Context: an optimization exercise on an open-source flow, tuned for a short achievable clock period and few clock cycles. The choices shown serve that exercise and are no tape-out recipe. Function was checked by simulation only, so behaviour that the tests miss may differ from the original. Power is estimated from default activity; no workload was simulated.

==> flow/design.v (outline; a module is shown in full before it is edited, if it fits) <==
// module alu16: 63 lines
// module alu8: 165 lines
// module sync_reset: 13 lines
// module z80: 151 lines
// module add_rel: 48 lines
// module z80_step: 736 lines
module z80(
    clk,
    reset_external,
    halt,
    bdos_trap,
    mem_addr,
    mem_we,
    mem_wdata,
    mem_rdata,
    io_addr,
    io_we,
    io_wdata,
    io_rdata
    );
  // ...
==> flow/flow/run.sh <==
#!/bin/bash
# The standard layout, with the timing repair asked to aim for more setup
# slack than the flow settings allow, so that it keeps improving the critical
# paths. The constraints (clock period, I/O delays, loads) are the standard flow's own.
set -euo pipefail
MARGIN=${SETUP_MARGIN:-11}
sed "s/\"\\\${@:-finish}\"/SETUP_SLACK_MARGIN=$MARGIN \"\${@:-finish}\"/" standard.sh > standard_margin.sh
grep -q "SETUP_SLACK_MARGIN=$MARGIN" standard_margin.sh
bash standard_margin.sh > flow_make.log 2>&1
test -f out/final.def
==> flow/standard.sh <==
#!/bin/bash
# synth_recipe.tcl (not shown) runs the flow's synth.tcl, then flattens the netlist and writes it again
# the make line also repeats each setting of config.mk as NAME=value (left out here)
make -C /OpenROAD-flow-scripts/flow DESIGN_CONFIG=/design/flow/config.mk WORK_HOME=/design/flow/orfs CLKGATE_MAP_FILE= SYNTH_SCRIPT=/design/flow/synth_recipe.tcl "${@:-finish}"
==> flow/config.mk <==
export PLATFORM = sky130hd
export DESIGN_NAME = z80
export DESIGN_NICKNAME = z80
export VERILOG_FILES = /design/flow/design.v
export SDC_FILE = /design/flow/constraint.sdc
export NUM_CORES = 4
export LEC_CHECK = 0
export CAP_MARGIN = 20
export CORE_MARGIN = 2
export CORE_UTILIZATION = 25
export CTS_CLUSTER_DIAMETER = 60
export CTS_CLUSTER_SIZE = 12
export GPL_ROUTABILITY_DRIVEN = 1
export SLEW_MARGIN = 20
export SYNTH_MEMORY_MAX_BITS = 1048576
==> flow/constraint.sdc <==
create_clock -name core_clock -period 16.0 [get_ports {clk}]
set_input_delay 3.2000 -clock core_clock [delete_from_list [all_inputs] [get_ports {clk}]]
set_output_delay 3.2000 -clock core_clock [all_outputs]
set_load 0.01 [all_outputs]
==> reports/results.ini, run 1 <==
[cells_and_area]
drive_above_1_share_pct = 29.4
ff_latch_area_mm2 = 0.00587
seq_cells = 279
antennaDiodeCount = 43

[yosys]
synth-seq-cells = 279
synthMuxAreaShare_pct = 3.62
synthSimpleGateAreaFrac_pct = 25.0
synth-compound-area-share_pct = 38.6
synth_edf_count = 0
synth_most_common_cell = nand2_1
yosys.area.top_type = dfxtp_1
synthesis.area_mm2 = 0.0435
synth_top_family_by_area = compound AO/OA/AOI/OAI gates

[pwr]
clk-power_mw = 1.28
switching_share_pct = 59.4
pg_seq_mw = 1.21
p_leak_nw = 23.2
comb_cell_power_mw = 14.2
ir_drop_mv = 0.201
combPwrFrac_pct = 85.0

[route]
ant_nets = 0
finalWirelength_um = 411000
route.detailed.drc = 0
vias = 66264

[clock_network]
root_buffer = clkbuf_16
cts_buffer_depth = 3
cts_hold_buf = 0

[global_routing]
top_usage_layer = met2

[place]
dpl_cell_area_mm2 = 0.0476
dpl.hpwl_um = 284000
place.gp.congestion = 1.08

[critical_path]
cpPeakStageDelay_ns = 0.88
r2r_start = as_q[3]$_SDFF_PP0_
r2r_slack_ns = 10.36

[outcome]
outcome = timing/DRC/antenna clean

[die]
nWellTaps = 2325

[sta]
tightest_slew_ns = 1.25
fin_tns_setup_ns = 0
hold_ws_ns = 0.505

[worst_hold_path]
holdPathEnd = EA[12]$_SDFFE_PP0P_

Testbench counts, summed over its fixed seeds: cycles 150,838.
==> module z80, before the edit <==
module z80(
    clk,
    reset_external,
    halt,
    bdos_trap,
    mem_addr,
    mem_we,
    mem_wdata,
    mem_rdata,
    io_addr,
    io_we,
    io_wdata,
    io_rdata
    );
input wire clk;
input wire reset_external;
output reg halt;
output reg bdos_trap;
output wire [15:0] mem_addr;
output reg mem_we;
output wire [7:0] mem_wdata;
input wire [7:0] mem_rdata;
output wire [7:0] io_addr;
output reg io_we;
output wire [7:0] io_wdata;
input wire [7:0] io_rdata;
wire reset;
sync_reset sync_reset(
  .reset_external(reset_external),
  .clk(clk),
  .reset(reset)
  );
reg [7:0] A, F, B, C, D, E, H, L, RMW;
reg [15:0] IX, IY, SP, SPM, PC, TMP, EA;
reg [7:0] ir;
reg [1:0] pfx, xy;
reg xycb, ddone, tk;
reg [2:0] st;
reg [5:0] alu_op_q;
reg [11:0] asel_q;
reg [2:0] a16_op_q;
reg [11:0] as_q;
reg [15:0] JT;
reg [17:0] ws_q;
reg [1:0] ias_q;
reg [11:0] iws_q;
wire [7:0] A_n, F_n, B_n, C_n, D_n, E_n, H_n, L_n, RMW_n;
wire [15:0] IX_n, IY_n, SP_n, PC_n, TMP_n, EA_n;
wire [7:0] ir_n;
wire [1:0] pfx_n, xy_n;
wire xycb_n, ddone_n, tk_n, halt_n, bdos_n, ldir_n;
wire [2:0] st_n;
wire [15:0] spm_n;
assign mem_addr =
    ({16{as_q[0]}} & PC) | ({16{as_q[1]}} & {H, L}) | ({16{as_q[2]}} & {B, C}) | ({16{as_q[3]}} & {D, E}) |
    ({16{as_q[4]}} & SP) | ({16{as_q[5]}} & SPM) | ({16{as_q[6]}} & TMP) | ({16{as_q[7]}} & EA) |
    ({16{as_q[11]}} & JT);
assign mem_wdata =
    ({8{ws_q[0]}} & A) | ({8{ws_q[1]}} & B) | ({8{ws_q[2]}} & C) | ({8{ws_q[3]}} & D) |
    ({8{ws_q[4]}} & E) | ({8{ws_q[5]}} & H) | ({8{ws_q[6]}} & L) | ({8{ws_q[7]}} & IX[15:8]) |
    ({8{ws_q[8]}} & IX[7:0]) | ({8{ws_q[9]}} & IY[15:8]) | ({8{ws_q[10]}} & IY[7:0]) |
    ({8{ws_q[12]}} & TMP[7:0]) | ({8{ws_q[17]}} & RMW);
assign io_addr = ({8{ias_q[0]}} & C) | ({8{ias_q[1]}} & TMP[7:0]);
assign io_wdata =
    ({8{iws_q[0]}} & A) | ({8{iws_q[1]}} & B) | ({8{iws_q[2]}} & C) | ({8{iws_q[3]}} & D) |
    ({8{iws_q[4]}} & E) | ({8{iws_q[5]}} & H) | ({8{iws_q[6]}} & L) | ({8{iws_q[7]}} & IX[15:8]) |
    ({8{iws_q[8]}} & IX[7:0]) | ({8{iws_q[9]}} & IY[15:8]) | ({8{iws_q[10]}} & IY[7:0]) | ({8{iws_q[11]}} & TMP[7:0]);
z80_step #(.USEQ(1)) cur (
  .alu_op_q(alu_op_q), .asel_q(asel_q), .a16_op_q(a16_op_q), .alu_op_d(), .asel_d(), .a16_op_d(),
  .TMPx_n(), .EAx_n(), .jrb_n(), .eab_n(), .rel_o(rel_o), .ea_o(),
  .as_(), .JT(JT), .ws_(), .ias_(), .iws_(), .RMW(RMW), .RMW_n(RMW_n), .SPM_n(spm_n),
  .A(A), .F(F), .B(B), .C(C), .D(D), .E(E), .H(H), .L(L),
  .IX(IX), .IY(IY), .SP(SP), .PC(PC), .TMP(TMP), .EA(EA),
  .ir(ir), .ir_rmw(ir), .pfx(pfx), .xy(xy), .xycb(xycb), .ddone(ddone), .tk(tk), .st(st), .halt(halt),
  .din(mem_rdata), .iodin(io_rdata), .ma_cur(mem_addr),
  .A_n(A_n), .F_n(F_n), .B_n(B_n), .C_n(C_n), .D_n(D_n), .E_n(E_n), .H_n(H_n), .L_n(L_n),
  .IX_n(IX_n), .IY_n(IY_n), .SP_n(SP_n), .PC_n(PC_n), .TMP_n(TMP_n), .EA_n(EA_n),
  .ir_n(ir_n), .pfx_n(pfx_n), .xy_n(xy_n), .xycb_n(xycb_n), .ddone_n(ddone_n), .tk_n(tk_n),
  .st_n(st_n), .halt_n(halt_n), .bdos_n(bdos_n), .ldir_n(ldir_n),
  .mem_addr(), .mem_we(), .mem_wdata(), .io_addr(), .io_we(), .io_wdata()
  );
wire [5:0] alu_op_a, alu_op_b;
wire [11:0] asel_a, asel_b;
wire [2:0] a16_op_a, a16_op_b;
wire [11:0] as_a, as_b;
wire [15:0] rel_o;
wire [17:0] ws_a, ws_b;
wire [1:0] ias_a, ias_b;
wire [11:0] iws_a, iws_b;
wire we_a, we_b, iowe_a, iowe_b;
z80_step nxa (
  .alu_op_q(6'd0), .asel_q(12'd0), .a16_op_q(3'd0), .alu_op_d(alu_op_a), .asel_d(asel_a), .a16_op_d(a16_op_a),
  .TMPx_n(), .EAx_n(), .jrb_n(), .eab_n(), .rel_o(), .ea_o(),
  .as_(as_a), .JT(16'h0000), .ws_(ws_a), .ias_(ias_a), .iws_(iws_a), .RMW(8'h00), .RMW_n(), .SPM_n(),
  .A(8'h00), .F(8'h00), .B(8'h00), .C(8'h00), .D(8'h00), .E(8'h00), .H(8'h00), .L(8'h00),
  .IX(16'h0000), .IY(16'h0000), .SP(16'h0000), .PC(16'h0000), .TMP(16'h0000), .EA(16'h0000),
  .ir(ir), .ir_rmw(ir), .pfx(pfx), .xy(xy), .xycb(xycb), .ddone(ddone_n), .tk(tk_n), .st(st_n), .halt(halt),
  .din(8'h00), .iodin(8'h00), .ma_cur(16'h0000),
  .A_n(), .F_n(), .B_n(), .C_n(), .D_n(), .E_n(), .H_n(), .L_n(),
  .IX_n(), .IY_n(), .SP_n(), .PC_n(), .TMP_n(), .EA_n(),
  .ir_n(), .pfx_n(), .xy_n(), .xycb_n(), .ddone_n(), .tk_n(),
  .st_n(), .halt_n(), .bdos_n(), .ldir_n(),
  .mem_addr(), .mem_we(we_a), .mem_wdata(), .io_addr(), .io_we(iowe_a), .io_wdata()
  );
z80_step nxb (
  .alu_op_q(6'd0), .asel_q(12'd0), .a16_op_q(3'd0), .alu_op_d(alu_op_b), .asel_d(asel_b), .a16_op_d(a16_op_b),
  .TMPx_n(), .EAx_n(), .jrb_n(), .eab_n(), .rel_o(), .ea_o(),
  .as_(as_b), .JT(16'h0000), .ws_(ws_b), .ias_(ias_b), .iws_(iws_b), .RMW(8'h00), .RMW_n(), .SPM_n(),
  .A(8'h00), .F(8'h00), .B(8'h00), .C(8'h00), .D(8'h00), .E(8'h00), .H(8'h00), .L(8'h00),
  .IX(16'h0000), .IY(16'h0000), .SP(16'h0000), .PC(16'h0000), .TMP(16'h0000), .EA(16'h0000),
  .ir(mem_rdata), .ir_rmw(ir), .pfx(pfx_n), .xy(xy_n), .xycb(xycb_n), .ddone(1'b0), .tk(tk_n), .st(3'd0), .halt(1'b0),
  .din(8'h00), .iodin(8'h00), .ma_cur(16'h0000),
  .A_n(), .F_n(), .B_n(), .C_n(), .D_n(), .E_n(), .H_n(), .L_n(),
  .IX_n(), .IY_n(), .SP_n(), .PC_n(), .TMP_n(), .EA_n(),
  .ir_n(), .pfx_n(), .xy_n(), .xycb_n(), .ddone_n(), .tk_n(),
  .st_n(), .halt_n(), .bdos_n(), .ldir_n(),
  .mem_addr(), .mem_we(we_b), .mem_wdata(), .io_addr(), .io_we(iowe_b), .io_wdata()
  );
always @(posedge clk)
begin
  if (reset)
    begin
      A <= 8'hff; F <= 8'hff; B <= 8'hff; C <= 8'hff; D <= 8'hff; E <= 8'hff; H <= 8'hff; L <= 8'hff;
      IX <= 16'hffff; IY <= 16'hffff; SP <= 16'hffff; SPM <= 16'hfffe; PC <= 16'h0000;
      TMP <= 16'h0000; EA <= 16'h0000; RMW <= 8'h00;
      ir <= 8'h00; pfx <= 2'd0; xy <= 2'd0; xycb <= 1'b0; ddone <= 1'b0; tk <= 1'b0;
      st <= 3'd0; halt <= 1'b0; bdos_trap <= 1'b0;
      mem_we <= 1'b0; io_we <= 1'b0;
      alu_op_q <= 6'd0; asel_q <= 12'd1; a16_op_q <= 3'd4;
      as_q <= 12'd1; JT <= 16'h0000; ws_q <= 18'd0; ias_q <= 2'd0; iws_q <= 12'd0;
    end
  else
    begin
      A <= A_n; F <= F_n; B <= B_n; C <= C_n; D <= D_n; E <= E_n; H <= H_n; L <= L_n;
      IX <= IX_n; IY <= IY_n; SP <= SP_n; SPM <= spm_n; PC <= PC_n;
      TMP <= TMP_n; EA <= EA_n; RMW <= RMW_n;
      ir <= ir_n; pfx <= pfx_n; xy <= xy_n; xycb <= xycb_n; ddone <= ddone_n; tk <= tk_n;
      st <= st_n; halt <= halt_n; bdos_trap <= bdos_n;
      mem_we <= ldir_n ? we_b : we_a;
      io_we <= ldir_n ? iowe_b : iowe_a;
      alu_op_q <= ldir_n ? alu_op_b : alu_op_a;
      asel_q <= ldir_n ? asel_b : asel_a;
      a16_op_q <= ldir_n ? a16_op_b : a16_op_a;
      as_q <= ldir_n ? as_b : as_a;
      JT <= rel_o;
      ws_q <= ldir_n ? ws_b : ws_a;
      ias_q <= ldir_n ? ias_b : ias_a;
      iws_q <= ldir_n ? iws_b : iws_a;
    end
end
endmodule
==> run 2: changes to the inputs <==
--- a/flow/design.v
+++ b/flow/design.v
@@ -294,31 +294,33 @@
 wire [7:0] ir_n;
 wire [1:0] pfx_n, xy_n;
 wire xycb_n, ddone_n, tk_n, halt_n, bdos_n, ldir_n;
 wire [2:0] st_n;
 wire [15:0] spm_n;
 assign mem_addr =
     ({16{as_q[0]}} & PC) | ({16{as_q[1]}} & {H, L}) | ({16{as_q[2]}} & {B, C}) | ({16{as_q[3]}} & {D, E}) |
     ({16{as_q[4]}} & SP) | ({16{as_q[5]}} & SPM) | ({16{as_q[6]}} & TMP) | ({16{as_q[7]}} & EA) |
+    ({16{as_q[8]}} & IX) | ({16{as_q[9]}} & IY) | ({16{as_q[10]}} & {10'b0, ir[5:3], 3'b0}) |
     ({16{as_q[11]}} & JT);
 assign mem_wdata =
     ({8{ws_q[0]}} & A) | ({8{ws_q[1]}} & B) | ({8{ws_q[2]}} & C) | ({8{ws_q[3]}} & D) |
     ({8{ws_q[4]}} & E) | ({8{ws_q[5]}} & H) | ({8{ws_q[6]}} & L) | ({8{ws_q[7]}} & IX[15:8]) |
-    ({8{ws_q[8]}} & IX[7:0]) | ({8{ws_q[9]}} & IY[15:8]) | ({8{ws_q[10]}} & IY[7:0]) |
-    ({8{ws_q[12]}} & TMP[7:0]) | ({8{ws_q[17]}} & RMW);
+    ({8{ws_q[8]}} & IX[7:0]) | ({8{ws_q[9]}} & IY[15:8]) | ({8{ws_q[10]}} & IY[7:0]) | ({8{ws_q[11]}} & F) |
+    ({8{ws_q[12]}} & TMP[7:0]) | ({8{ws_q[13]}} & PC[15:8]) | ({8{ws_q[14]}} & PC[7:0]) |
+    ({8{ws_q[15]}} & SP[15:8]) | ({8{ws_q[16]}} & SP[7:0]) | ({8{ws_q[17]}} & RMW);
 assign io_addr = ({8{ias_q[0]}} & C) | ({8{ias_q[1]}} & TMP[7:0]);
 assign io_wdata =
     ({8{iws_q[0]}} & A) | ({8{iws_q[1]}} & B) | ({8{iws_q[2]}} & C) | ({8{iws_q[3]}} & D) |
     ({8{iws_q[4]}} & E) | ({8{iws_q[5]}} & H) | ({8{iws_q[6]}} & L) | ({8{iws_q[7]}} & IX[15:8]) |
     ({8{iws_q[8]}} & IX[7:0]) | ({8{iws_q[9]}} & IY[15:8]) | ({8{iws_q[10]}} & IY[7:0]) | ({8{iws_q[11]}} & TMP[7:0]);
 z80_step #(.USEQ(1)) cur (
   .alu_op_q(alu_op_q), .asel_q(asel_q), .a16_op_q(a16_op_q), .alu_op_d(), .asel_d(), .a16_op_d(),
   .TMPx_n(), .EAx_n(), .jrb_n(), .eab_n(), .rel_o(rel_o), .ea_o(),
-  .as_(), .JT(JT), .ws_(), .ias_(), .iws_(), .RMW(RMW), .RMW_n(RMW_n), .SPM_n(spm_n),
+  .as_(), .JT(JT), .ws_(), .ias_(), .iws_(), .RMW(RMW), .RMW_n(RMW_n), .SPM_n(spm_n), .SPM(SPM),
   .A(A), .F(F), .B(B), .C(C), .D(D), .E(E), .H(H), .L(L),
   .IX(IX), .IY(IY), .SP(SP), .PC(PC), .TMP(TMP), .EA(EA),
   .ir(ir), .ir_rmw(ir), .pfx(pfx), .xy(xy), .xycb(xycb), .ddone(ddone), .tk(tk), .st(st), .halt(halt),
   .din(mem_rdata), .iodin(io_rdata), .ma_cur(mem_addr),
   .A_n(A_n), .F_n(F_n), .B_n(B_n), .C_n(C_n), .D_n(D_n), .E_n(E_n), .H_n(H_n), .L_n(L_n),
   .IX_n(IX_n), .IY_n(IY_n), .SP_n(SP_n), .PC_n(PC_n), .TMP_n(TMP_n), .EA_n(EA_n),
   .ir_n(ir_n), .pfx_n(pfx_n), .xy_n(xy_n), .xycb_n(xycb_n), .ddone_n(ddone_n), .tk_n(tk_n),
   .st_n(st_n), .halt_n(halt_n), .bdos_n(bdos_n), .ldir_n(ldir_n),
@@ -331,31 +333,31 @@
 wire [15:0] rel_o;
 wire [17:0] ws_a, ws_b;
 wire [1:0] ias_a, ias_b;
 wire [11:0] iws_a, iws_b;
 wire we_a, we_b, iowe_a, iowe_b;
 z80_step nxa (
   .alu_op_q(6'd0), .asel_q(12'd0), .a16_op_q(3'd0), .alu_op_d(alu_op_a), .asel_d(asel_a), .a16_op_d(a16_op_a),
   .TMPx_n(), .EAx_n(), .jrb_n(), .eab_n(), .rel_o(), .ea_o(),
-  .as_(as_a), .JT(16'h0000), .ws_(ws_a), .ias_(ias_a), .iws_(iws_a), .RMW(8'h00), .RMW_n(), .SPM_n(),
+  .as_(as_a), .JT(16'h0000), .ws_(ws_a), .ias_(ias_a), .iws_(iws_a), .RMW(8'h00), .RMW_n(), .SPM_n(), .SPM(16'h0000),
   .A(8'h00), .F(8'h00), .B(8'h00), .C(8'h00), .D(8'h00), .E(8'h00), .H(8'h00), .L(8'h00),
   .IX(16'h0000), .IY(16'h0000), .SP(16'h0000), .PC(16'h0000), .TMP(16'h0000), .EA(16'h0000),
   .ir(ir), .ir_rmw(ir), .pfx(pfx), .xy(xy), .xycb(xycb), .ddone(ddone_n), .tk(tk_n), .st(st_n), .halt(halt),
   .din(8'h00), .iodin(8'h00), .ma_cur(16'h0000),
   .A_n(), .F_n(), .B_n(), .C_n(), .D_n(), .E_n(), .H_n(), .L_n(),
   .IX_n(), .IY_n(), .SP_n(), .PC_n(), .TMP_n(), .EA_n(),
   .ir_n(), .pfx_n(), .xy_n(), .xycb_n(), .ddone_n(), .tk_n(),
   .st_n(), .halt_n(), .bdos_n(), .ldir_n(),
   .mem_addr(), .mem_we(we_a), .mem_wdata(), .io_addr(), .io_we(iowe_a), .io_wdata()
   );
 z80_step nxb (
   .alu_op_q(6'd0), .asel_q(12'd0), .a16_op_q(3'd0), .alu_op_d(alu_op_b), .asel_d(asel_b), .a16_op_d(a16_op_b),
   .TMPx_n(), .EAx_n(), .jrb_n(), .eab_n(), .rel_o(), .ea_o(),
-  .as_(as_b), .JT(16'h0000), .ws_(ws_b), .ias_(ias_b), .iws_(iws_b), .RMW(8'h00), .RMW_n(), .SPM_n(),
+  .as_(as_b), .JT(16'h0000), .ws_(ws_b), .ias_(ias_b), .iws_(iws_b), .RMW(8'h00), .RMW_n(), .SPM_n(), .SPM(16'h0000),
   .A(8'h00), .F(8'h00), .B(8'h00), .C(8'h00), .D(8'h00), .E(8'h00), .H(8'h00), .L(8'h00),
   .IX(16'h0000), .IY(16'h0000), .SP(16'h0000), .PC(16'h0000), .TMP(16'h0000), .EA(16'h0000),
   .ir(mem_rdata), .ir_rmw(ir), .pfx(pfx_n), .xy(xy_n), .xycb(xycb_n), .ddone(1'b0), .tk(tk_n), .st(3'd0), .halt(1'b0),
   .din(8'h00), .iodin(8'h00), .ma_cur(16'h0000),
   .A_n(), .F_n(), .B_n(), .C_n(), .D_n(), .E_n(), .H_n(), .L_n(),
   .IX_n(), .IY_n(), .SP_n(), .PC_n(), .TMP_n(), .EA_n(),
   .ir_n(), .pfx_n(), .xy_n(), .xycb_n(), .ddone_n(), .tk_n(),
   .st_n(), .halt_n(), .bdos_n(), .ldir_n(),
@@ -455,16 +457,17 @@
     output reg [11:0] as_,         
     input wire [15:0] JT,
     output reg [17:0] ws_,         
     output reg [1:0] ias_,         
     output reg [11:0] iws_,        
     input wire [7:0] RMW,
     output reg [7:0] RMW_n,
     output wire [15:0] SPM_n,
+    input wire [15:0] SPM,
     input wire [7:0] A, F, B, C, D, E, H, L,
     input wire [15:0] IX, IY, SP, PC, TMP, EA,
     input wire [7:0] ir,
     input wire [7:0] ir_rmw,
     input wire [1:0] pfx,
     input wire [1:0] xy,
     input wire xycb, ddone, tk,
     input wire [2:0] st,
@@ -702,17 +705,21 @@
   .alu16_arg1(HLx),
   .alu16_arg2(rrp),
   .alu16_out(a16_out),
   .alu16_op(USEQ ? a16_op_q : a16_op),
   .alu16_flags_in(F),
   .alu16_flags_out(a16_f)
 );
 wire [15:0] pc1 = inc16(PC);
-assign SPM_n = dec16(SP_n);
+reg [2:0] spk, w16spk;    
+wire [15:0] spm2 = dec16(SPM);
+wire [15:0] hlm1 = dec16(HLx);
+wire [15:0] tmpm1 = dec16(TMP);
+assign SPM_n = (spk == 3'd1) ? SP : (spk == 3'd2) ? spm2 : (spk == 3'd3) ? hlm1 : (spk == 3'd4) ? tmpm1 : SPM;
 wire [15:0] sp1 = inc16(SP);
 wire [15:0] spm1 = dec16(SP);
 wire [15:0] rel_tgt, ea_in;
 add_rel add_jr (.base(pc1), .d(din), .sum(rel_tgt));
 add_rel add_ea (.base(IXY), .d(din), .sum(ea_in));
 wire [7:0] tl = TMP[7:0];
 assign rel_o = rel_tgt;
 assign ea_o = ea_in;
@@ -745,17 +752,17 @@
   ir_n = ir; pfx_n = pfx; xy_n = xy; xycb_n = xycb; ddone_n = ddone; tk_n = tk;
   halt_n = halt; bdos_n = 1'b0; ldir_n = 1'b0;
   jrb_n = 1'b0; eab_n = 1'b0; TMPx_n = TMP; EAx_n = EA; RMW_n = RMW;
   st_n = st + 3'd1;
   mem_addr = PC; as_ = ASPC; mem_we = 1'b0; mem_wdata = 8'h00; ws_ = 18'd0;
   io_addr = 8'h00; ias_ = 2'd0; io_we = 1'b0; io_wdata = 8'h00; iws_ = 12'd0;
   fe = 1'b0; fa = PC; fas = ASPC; npfx = 2'd0; nxy = 2'd0;
   w8 = 1'b0; w8i = 3'd0; w8v = alu_out;
-  w16 = 1'b0; w16i = p; w16af = 1'b0; w16v = TMP;
+  w16 = 1'b0; w16i = p; w16af = 1'b0; w16v = TMP; w16spk = 3'd4; spk = 3'd0;
   alu_op = {3'b0, y}; argc = 2'd0;
   a16_op = 3'd4;
   if (pfx == 2'd0 && xy != 2'd0 && mhl && !ddone)
     begin
       mem_addr = PC; as_ = ASPC; PC_n = pc1; EA_n = ea_in; ddone_n = 1'b1; st_n = st;
       eab_n = (ir != 8'h36);
     end
   else
@@ -819,19 +826,19 @@
             end
           default:
             begin
               if (ir[4:3] == 2'b01) begin w16 = 1'b1; w16i = 2'd2; w16v = TMP; end
               fe = 1'b1;
             end
         endcase
       8'b00_??0_011:                                       
-        begin w16 = 1'b1; w16v = inc16(rrp); fe = 1'b1; end
+        begin w16 = 1'b1; w16v = inc16(rrp); w16spk = 3'd1; fe = 1'b1; end
       8'b00_??1_011:                                       
-        begin w16 = 1'b1; w16v = dec16(rrp); fe = 1'b1; end
+        begin w16 = 1'b1; w16v = dec16(rrp); w16spk = 3'd2; fe = 1'b1; end
       8'b00_???_10?:                                       
         begin
           alu_op = ir[0] ? 6'd25 : 6'd24;
           if (y == 3'd6)
             case (st)
               3'd0: begin mem_addr = MHL; as_ = ASMHL; TMP_n[7:0] = din; RMW_n = rmw_din; end
               3'd1: begin argc = 2'd2; mem_addr = MHL; as_ = ASMHL; mem_we = 1'b1; mem_wdata = RMW; ws_ = WSRMW; F_n = alu_f; end
               default: fe = 1'b1;
@@ -874,39 +881,33 @@
         else
           begin w8 = 1'b1; w8i = 3'd7; F_n = alu_f; fe = 1'b1; end
       8'b11_???_000, 8'b11_001_001:                        
         case (st)
           3'd0:
             begin
               mem_addr = SP; as_ = ASSP; TMP_n[7:0] = din;
               tk_n = ir[0] || cond(y, F);
-              if (ir[0] || cond(y, F)) SP_n = sp1;
+              if (ir[0] || cond(y, F)) begin SP_n = sp1; spk = 3'd1; end
             end
           3'd1:
             if (tk)
-              begin mem_addr = SP; as_ = ASSP; TMP_n[15:8] = din; SP_n = sp1; end
+              begin mem_addr = SP; as_ = ASSP; TMP_n[15:8] = din; begin SP_n = sp1; spk = 3'd1; end end
             else fe = 1'b1;
           default: begin fe = 1'b1; fa = TMP; fas = ASTMP; end
         endcase
       8'b11_??0_001:                                       
         case (st)
-          3'd0: begin mem_addr = SP; as_ = ASSP; TMP_n[7:0] = din; SP_n = sp1; end
-          3'd1: begin mem_addr = SP; as_ = ASSP; TMP_n[15:8] = din; SP_n = sp1; end
+          3'd0: begin mem_addr = SP; as_ = ASSP; TMP_n[7:0] = din; begin SP_n = sp1; spk = 3'd1; end end
+          3'd1: begin mem_addr = SP; as_ = ASSP; TMP_n[15:8] = din; begin SP_n = sp1; spk = 3'd1; end end
           default: begin w16 = 1'b1; w16af = 1'b1; w16v = TMP; fe = 1'b1; end
         endcase
       8'b11_011_001: fe = 1'b1;                            
-      8'b11_101_001:                                       
-        if (xy == 2'd0)
-          begin fe = 1'b1; fa = HL; fas = ASHL; end
-        else if (st == 3'd0)
-          TMP_n = IXY;
-        else
-          begin fe = 1'b1; fa = TMP; fas = ASTMP; end
-      8'b11_111_001: begin SP_n = HLx; fe = 1'b1; end      
+      8'b11_101_001: begin fe = 1'b1; fa = HLx; fas = ASHLX; end        
+      8'b11_111_001: begin begin SP_n = HLx; spk = 3'd3; end fe = 1'b1; end      
       8'b11_???_010, 8'b11_000_011:                        
         case (st)
           3'd0: begin mem_addr = PC; as_ = ASPC; PC_n = pc1; TMP_n[7:0] = din; end
           3'd1: begin mem_addr = PC; as_ = ASPC; PC_n = pc1; TMP_n[15:8] = din; tk_n = ir[0] || cond(y, F); end
           default: begin fe = 1'b1; fa = tk ? TMP : PC; fas = (tk ? ASTMP : ASPC); end
         endcase
       8'b11_001_011:                                       
         if (xy == 2'd0)
@@ -924,58 +925,57 @@
           begin io_addr = tl; ias_ = IATL; io_we = 1'b1; io_wdata = A; iws_ = IWA; fe = 1'b1; end
       8'b11_011_011:                                       
         if (st == 3'd0)
           begin mem_addr = PC; as_ = ASPC; PC_n = pc1; TMP_n[7:0] = din; end
         else
           begin io_addr = tl; ias_ = IATL; A_n = iodin; fe = 1'b1; end
       8'b11_100_011:                                       
         case (st)
-          3'd0: begin mem_addr = SP; as_ = ASSP; TMP_n[7:0] = din; SP_n = sp1; end
-          3'd1: begin mem_addr = SP; as_ = ASSP; TMP_n[15:8] = din; SP_n = spm1; end
-          3'd2: begin mem_addr = SP; as_ = ASSP; mem_we = 1'b1; mem_wdata = HLx[7:0]; ws_ = WSHLXL; SP_n = sp1; end
-          3'd3: begin mem_addr = SP; as_ = ASSP; mem_we = 1'b1; mem_wdata = HLx[15:8]; ws_ = WSHLXH; SP_n = spm1;
+          3'd0: begin mem_addr = SP; as_ = ASSP; TMP_n[7:0] = din; begin SP_n = sp1; spk = 3'd1; end end
+          3'd1: begin mem_addr = SP; as_ = ASSP; TMP_n[15:8] = din; begin SP_n = spm1; spk = 3'd2; end end
+          3'd2: begin mem_addr = SP; as_ = ASSP; mem_we = 1'b1; mem_wdata = HLx[7:0]; ws_ = WSHLXL; begin SP_n = sp1; spk = 3'd1; end end
+          3'd3: begin mem_addr = SP; as_ = ASSP; mem_we = 1'b1; mem_wdata = HLx[15:8]; ws_ = WSHLXH; begin SP_n = spm1; spk = 3'd2; end
                       w16 = 1'b1; w16i = 2'd2; w16v = TMP; end
           default: fe = 1'b1;
         endcase
       8'b11_101_011:                                       
         begin D_n = HLx[15:8]; E_n = HLx[7:0]; w16 = 1'b1; w16i = 2'd2; w16v = DE; fe = 1'b1; end
       8'b11_11?_011: fe = 1'b1;                            
       8'b11_???_100, 8'b11_001_101:                        
         case (st)
           3'd0: begin mem_addr = PC; as_ = ASPC; PC_n = pc1; TMP_n[7:0] = din; end
-          3'd1: begin mem_addr = PC; as_ = ASPC; PC_n = pc1; TMP_n[15:8] = din; tk_n = ir[0] || cond(y, F); RMW_n = pc1[15:8]; end
+          3'd1: begin mem_addr = PC; as_ = ASPC; PC_n = pc1; TMP_n[15:8] = din; tk_n = ir[0] || cond(y, F); end
           3'd2:
             if (tk)
-              begin mem_addr = spm1; as_ = ASSPM; mem_we = 1'b1; mem_wdata = RMW; ws_ = WSRMW; SP_n = spm1; RMW_n = PC[7:0]; end
+              begin mem_addr = spm1; as_ = ASSPM; mem_we = 1'b1; mem_wdata = PC[15:8]; ws_ = WSPCH; begin SP_n = spm1; spk = 3'd2; end end
             else fe = 1'b1;
-          3'd3: begin mem_addr = spm1; as_ = ASSPM; mem_we = 1'b1; mem_wdata = RMW; ws_ = WSRMW; SP_n = spm1; end
+          3'd3: begin mem_addr = spm1; as_ = ASSPM; mem_we = 1'b1; mem_wdata = PC[7:0]; ws_ = WSPCL; begin SP_n = spm1; spk = 3'd2; end end
           default: begin fe = 1'b1; fa = TMP; fas = ASTMP; end
         endcase
       8'b11_??0_101:                                       
         case (st)
-          3'd0: begin mem_addr = spm1; as_ = ASSPM; mem_we = 1'b1; mem_wdata = rrq[15:8]; ws_ = wsrrqh; SP_n = spm1; TMP_n[7:0] = F; end
-          3'd1: begin mem_addr = spm1; as_ = ASSPM; mem_we = 1'b1; mem_wdata = rrq[7:0]; ws_ = (p == 2'd3) ? WSTL : wsrrql; SP_n = spm1; end
+          3'd0: begin mem_addr = spm1; as_ = ASSPM; mem_we = 1'b1; mem_wdata = rrq[15:8]; ws_ = wsrrqh; begin SP_n = spm1; spk = 3'd2; end end
+          3'd1: begin mem_addr = spm1; as_ = ASSPM; mem_we = 1'b1; mem_wdata = rrq[7:0]; ws_ = wsrrql; begin SP_n = spm1; spk = 3'd2; end end
           default: fe = 1'b1;
         endcase
       8'b11_011_101: begin fe = 1'b1; nxy = 2'd1; end      
       8'b11_111_101: begin fe = 1'b1; nxy = 2'd2; end      
       8'b11_101_101: begin fe = 1'b1; npfx = 2'd2; end     
       8'b11_???_110:                                       
         if (st == 3'd0)
           begin mem_addr = PC; as_ = ASPC; PC_n = pc1; TMP_n[7:0] = din; end
         else
           begin argc = 2'd2; w8 = 1'b1; w8i = 3'd7; F_n = alu_f; fe = 1'b1; end
       8'b11_111_111: fe = 1'b1;                            
       8'b11_???_111:                                       
         case (st)
-          3'd0: begin mem_addr = spm1; as_ = ASSPM; mem_we = 1'b1; mem_wdata = RMW; ws_ = WSRMW; SP_n = spm1;
-                      RMW_n = PC[7:0]; TMP_n = {10'b0, y, 3'b0}; end
-          3'd1: begin mem_addr = spm1; as_ = ASSPM; mem_we = 1'b1; mem_wdata = RMW; ws_ = WSRMW; SP_n = spm1; end
-          default: begin fe = 1'b1; fa = TMP; fas = ASTMP; end
+          3'd0: begin mem_addr = spm1; as_ = ASSPM; mem_we = 1'b1; mem_wdata = PC[15:8]; ws_ = WSPCH; begin SP_n = spm1; spk = 3'd2; end end
+          3'd1: begin mem_addr = spm1; as_ = ASSPM; mem_we = 1'b1; mem_wdata = PC[7:0]; ws_ = WSPCL; begin SP_n = spm1; spk = 3'd2; end end
+          default: begin fe = 1'b1; fa = {10'b0, y, 3'b0}; fas = ASVEC; end
         endcase
       default: fe = 1'b1;
     endcase
   2'd1:                                                    
     begin
       case (ir[7:6])
         2'b00: alu_op = {3'b010, y};
         2'b01: alu_op = 6'd26;
@@ -1021,41 +1021,41 @@
         begin io_addr = C; ias_ = IAC; io_we = 1'b1; io_wdata = r8y; iws_ = iwr8y; fe = 1'b1; end
       8'b01_??0_010:                                       
         begin a16_op = 3'd5; w16 = 1'b1; w16i = 2'd2; w16v = a16_out; F_n = a16_f; fe = 1'b1; end
       8'b01_??1_010:                                       
         begin a16_op = 3'd6; w16 = 1'b1; w16i = 2'd2; w16v = a16_out; F_n = a16_f; fe = 1'b1; end
       8'b01_???_011:                                       
         case (st)
           3'd0: begin mem_addr = PC; as_ = ASPC; PC_n = pc1; TMP_n[7:0] = din; end
-          3'd1: begin mem_addr = PC; as_ = ASPC; PC_n = pc1; TMP_n[15:8] = din; RMW_n = rrp[7:0]; end
+          3'd1: begin mem_addr = PC; as_ = ASPC; PC_n = pc1; TMP_n[15:8] = din; end
           3'd2:
             begin
               mem_addr = TMP; as_ = ASTMP; TMP_n = inc16(TMP);
-              if (ir[3] == 1'b0) begin mem_we = 1'b1; mem_wdata = RMW; ws_ = WSRMW; RMW_n = rrp[15:8]; end
+              if (ir[3] == 1'b0) begin mem_we = 1'b1; mem_wdata = rrp[7:0]; ws_ = wsrrpl; end
               else RMW_n = din;
             end
           3'd3:
             begin
               mem_addr = TMP; as_ = ASTMP;
-              if (ir[3] == 1'b0) begin mem_we = 1'b1; mem_wdata = RMW; ws_ = WSRMW; end
+              if (ir[3] == 1'b0) begin mem_we = 1'b1; mem_wdata = rrp[15:8]; ws_ = wsrrph; end
               else TMP_n = {din, RMW};
             end
           default:
             begin
               if (ir[3]) begin w16 = 1'b1; w16v = TMP; end
               fe = 1'b1;
             end
         endcase
       8'b01_???_100:                                       
         begin alu_op = 6'd30; w8 = 1'b1; w8i = 3'd7; F_n = alu_f; fe = 1'b1; end
       8'b01_???_101:                                       
         case (st)
-          3'd0: begin mem_addr = SP; as_ = ASSP; TMP_n[7:0] = din; SP_n = sp1; tk_n = 1'b1; end
-          3'd1: begin mem_addr = SP; as_ = ASSP; TMP_n[15:8] = din; SP_n = sp1; end
+          3'd0: begin mem_addr = SP; as_ = ASSP; TMP_n[7:0] = din; begin SP_n = sp1; spk = 3'd1; end tk_n = 1'b1; end
+          3'd1: begin mem_addr = SP; as_ = ASSP; TMP_n[15:8] = din; begin SP_n = sp1; spk = 3'd1; end end
           default: begin fe = 1'b1; fa = TMP; fas = ASTMP; end
         endcase
       8'b01_000_111: begin B_n = A; fe = 1'b1; end         
       8'b01_001_111: begin C_n = A; fe = 1'b1; end         
       8'b01_010_111: begin A_n = B; fe = 1'b1; end         
       8'b01_011_111: begin A_n = C; fe = 1'b1; end         
       8'b01_10?_111:                                       
         case (st)
@@ -1147,29 +1147,28 @@
       2'd0: begin B_n = w16v[15:8]; C_n = w16v[7:0]; end
       2'd1: begin D_n = w16v[15:8]; E_n = w16v[7:0]; end
       2'd2:
         if (xy == 2'd0) begin H_n = w16v[15:8]; L_n = w16v[7:0]; end
         else if (xy == 2'd1) IX_n = w16v;
         else IY_n = w16v;
       default:
         if (w16af) begin A_n = w16v[15:8]; F_n = w16v[7:0]; end
-        else SP_n = w16v;
+        else begin SP_n = w16v; spk = w16spk; end
     endcase
   if (!(pfx == 2'd0 && (ir == 8'h10 || ir == 8'h18 || ir[7:5] == 3'b001) && ir[2:0] == 3'd0 && st == 3'd0))
     TMPx_n = TMP_n;
   if (!(pfx == 2'd0 && ((xy != 2'd0 && mhl && !ddone) || (ir == 8'hcb && xy != 2'd0 && st == 3'd0))))
     EAx_n = EA_n;
   if (fe)
     begin
       mem_addr = fa; as_ = fas;
       ir_n = din;
       ldir_n = 1'b1;
       PC_n = inc16(ma_cur);
-      RMW_n = PC_n[15:8];        
       st_n = 3'd0;
       pfx_n = npfx;
       xy_n = nxy;
       xycb_n = 1'b0;
       ddone_n = 1'b0;
       if (npfx == 2'd0)
         begin
           if (din == 8'h76) halt_n = 1'b1;
==> run 2 against run 1 <==
  * Combinational power up 6%
  * Fmax up 0.95%
  * Synthesized area up 1.1%
  * Count of clock-buffer cells in the layout up 8
  * Largest power group unchanged
  * Cell area down 1.6%
  * Hold slack worse by 0.0044 ns
  * Non-clock buffer count down 162
  * Global-route usage down 0.94 points
  * First-iteration DRC count down 5.4%
  * Critical path type unchanged
==> reports/results.ini, run 2 <==
[critical_path]
end_kind = output pin
critPathArrivalTime_ns = 2.44
cp_max_fo = 17
start_kind = flip-flop
cp.required_ns = 12.80
r2r_slack_ns = 10.51  ; +0.15 ns
critPathKind = flip-flop to output pin
r2r_end = F[2]$_SDFF_PP1_
r2r_start = A[2]$_SDFF_PP1_
rr_worst_depth = 23

[pwr]
combPwrFrac_pct = 84.8  ; -0.2 points
p_leak_nw = 22.5  ; -3.3%
switching_share_pct = 61.8  ; +2.4 points
ir_drop_mv = 0.180  ; -10%
p_int_mw = 6.80
pwr-share-clk_pct = 7.7
p_seq_share_pct = 7.5
switchingPower_mw = 11.0
powerDensity_mw_per_mm2 = 295

[clock_network]
path_clk_slew_ns = 0.05
root_buffer = clkbuf_16
clock_sinks = 287
cts_htree_levels = 2
cts_buffer_depth = 3  ; unchanged
cts_made_buffers = 58
clk_latency_ns = 0.77
cts_tree = done

[yosys]
synth-xor-area-share_pct = 4.96
synth_adder_area_share_pct = 7.77
synthArstFlopShare_pct = 0.348
syn-num-nets = 6785
yosys-top-cells-count = nor2_1, nand2_1, a21oi_1
synth_area_leaders = dfxtp_1, ha_1, a21oi_1, nor2_1, nand2_1
netlist_instances = 6501
synthesis.area_mm2 = 0.0440  ; +1.1%
ys_seq_area_share_pct = 13.1
synthMuxAreaShare_pct = 3.55  ; -0.071 points
synthFlopType = dfxtp_1
synth-seq-cells = 287  ; +2.9%
synth_area_per_cell_um2 = 6.77
synthSimpleGateAreaFrac_pct = 24.2  ; -0.73 points
netlist.area_leader.share_pct = 13.0
yosys_warnings = 7
yosys.area.top_type = dfxtp_1
synth-compound-area-share_pct = 38.9  ; +0.37 points
synth_cell_types = 118
synth_top_family_by_area = compound AO/OA/AOI/OAI gates
synth_edf_count = 0  ; unchanged
synth_most_common_cell = nor2_1

[sta]
setup_viol = 0
fin_tns_setup_ns = 0  ; unchanged
relSlewSlack_pct = 9.76
timing.final.crit_period_ns = 5.64
final_max_slew_viol_count = 0
clock.fmax_mhz = 177
fin_worst_skew_ns = 0.0887
tightest_slew_ns = 1.35  ; +0.0970 ns
final.period_utilization_pct = 35.2
finalHoldViolCount = 0
rsz0062_at_grt = yes

[die]
die_y_um = 424
initial_core_util_pct = 25.2
die_x_um = 424
io_pins = 62
die_area_mm2 = 0.179
fp-row-count = 153
coreArea_mm2 = 0.174

[route]
route.detailed.drc = 0  ; unchanged
ant_nets = 0  ; unchanged
firstDrtPassIters = 13
finalWirelength_um = 402000  ; -2.3%
drt-wirelength-per-cell_um = 43.6
vias_per_cell = 7.05
first_iter_violations = 11848
vias = 64900  ; -2.1%

[flow_run]
cap_viol_max_count = 0

[outcome]
outcome = timing/DRC/antenna clean

[cells_and_area]
largest_register_ffs = 18
syn2layout_area_growth_pct = 36.8
largest_register = ws_q
final_cell_mix = nor2_1, nand2_1, buf_4
final_cells = 9210
finalNetCount = 7097
final_common_cell = nor2_1
drive_above_1_share_pct = 27.2  ; -2.1 points

[global_routing]
grt_use_total_pct = 42.2
grt_pass1_vias = 58140
grt_pass1_wl_um = 526000
grt_overflow = 0
antenna_found_initial = 42
grt_start_max_net_pins = 99

[place]
dpl.hpwl_um = 282000  ; -0.54%
io_buffer_count = 61
numPlacedInstances = 8610
place.gp.congestion = 1.09  ; +0.89%

[worst_hold_path]
worstHoldPathType = flip-flop to flip-flop
holdPathEnd = EA[5]$_SDFFE_PP0P_
hold_start = EA[5]$_SDFFE_PP0P_
min_path_cells = 2

## run 2: layer usage
layer  vias to the layer above  GRT usage [%]  wire length [um]
met1                     31525           51.4            146000
met3                      1853           19.1             61800
met4                        26           33.7             42600
met5                         -          0.188               496
li1                      25376              -                 -
met2                      6120           56.7            151000
## run 2: worst max-delay path, cell delays in order, from the launching register on
cell,delay [ns]
dfxtp_1,0.31
buf_8,0.20
a22o_1,0.25
a221oi_2,0.18
and3_1,0.21
nand4_1,0.30
buf_2,0.27
## run 2: cell families after synthesis
| logic type | after synthesis |
|---|---|
| and+or+nand+nor | 2241 |
| buffers and inverters | 839 |
| xor gates and xnor gates | 249 |
| DFF | 287 |
| AOI/OAI and AO/OA | 2490 |
| muxes | 129 |
| adders and majority gates | 266 |
## run 2: how the worst max path moves through the flow
stage                          startpoint                    to  slack (ns)  cells after the start
after floorplan              mem_rdata[7]    as_q[4]$_SDFF_PP0_       10.45                     16
after global placement       mem_rdata[4]  asel_q[9]$_SDFF_PP0_        8.88                     14
final                     B[5]$_SDFF_PP1_          mem_wdata[5]       10.36                      6
after detailed placement     mem_rdata[4]  asel_q[9]$_SDFF_PP0_        8.84                     14
after global routing      A[2]$_SDFF_PP1_          mem_wdata[2]       10.37                      7
after CTS                 A[2]$_SDFF_PP1_          mem_wdata[2]       10.39                      7
## run 2: per-stage QoR
step	instance area (um^2)	utilization, %	hold WS (ns)	setup WS [ns]	total power [mW]
finish	60200	34.5	0.501	10.36	17.8
global route	60100	34.5	0.531	10.37	17.9
CTS	57000	32.7	0.495	10.39	15.7
detailed placement	48300	27.7	0.482	8.84	12.8
global placement	48200	27.6	0.482	8.88	12.8
floorplan	44400	-	0.445	10.45	7.72
## run 2: power groups by stage
stage               logic, mW  clock network (mW)  registers [mW]
floorplan                6.69                   0            1.02
global placement         11.5                   0            1.28
detailed placement       11.5                   0            1.28
CTS                      13.1                1.36            1.28
global route             15.1                1.39            1.32
finish                   15.1                1.37            1.33
## run 2: final cells by class
| type | instances | area (um^2) |
|---|---|---|
| Antenna cell | 24 | 60.1 |
| Clock buffer | 64 | 1510 |
| Clock inverter | 44 | 552 |
| Fill cell | 18513 | 114000 |
| Inverter | 210 | 936 |
| Multi-Input combinational cell | 5376 | 39300 |
| Sequential cell | 287 | 6070 |
| Tap cell | 2325 | 2910 |
| Timing Repair Buffer | 880 | 8890 |
## run 2: timing repair
action / in CTS / in global routing
setup buffers: 316 / 139
setup endpoints to repair: 299 / 228
cloned: 12 / 1
hold buffers: 0 / 0
pin swaps: 175 / 230
resized for setup: 1089 / 433
Testbench counts of run 2, summed over its fixed seeds: cycles 150,602.

separate check: timing with driven ports:
No port has a modelled driver above. Below, the same layouts with a new extraction and two added sets of constraints. Step 1 sets driving cells, clkbuf_16 on the clock port and buf_2 on the other inputs (assumed; they add their load-dependent delay and slew). Step 2 also shifts input and output timing later by t, the mid clock arrival at the registers, as if the neighbouring blocks saw the same clock. Three values: ideal, step 1, step 2; two values: the first two.
run | t (ns) | slack for setup (ns) | slew at the worst register clock pin (ns) | cell pins on the clock port's net
run 1 | 0.782 | 10.308 / 10.222 / 9.909 | 0.07 / 0.07 | 1
run 2 | 0.808 | 10.362 / 10.282 / 9.923 | 0.07 / 0.07 | 1
After both steps every run listed still meets setup and hold. The setup slack of run 2, which loses most, moves by -0.080 ns with the drivers and by -0.439 ns with both steps.
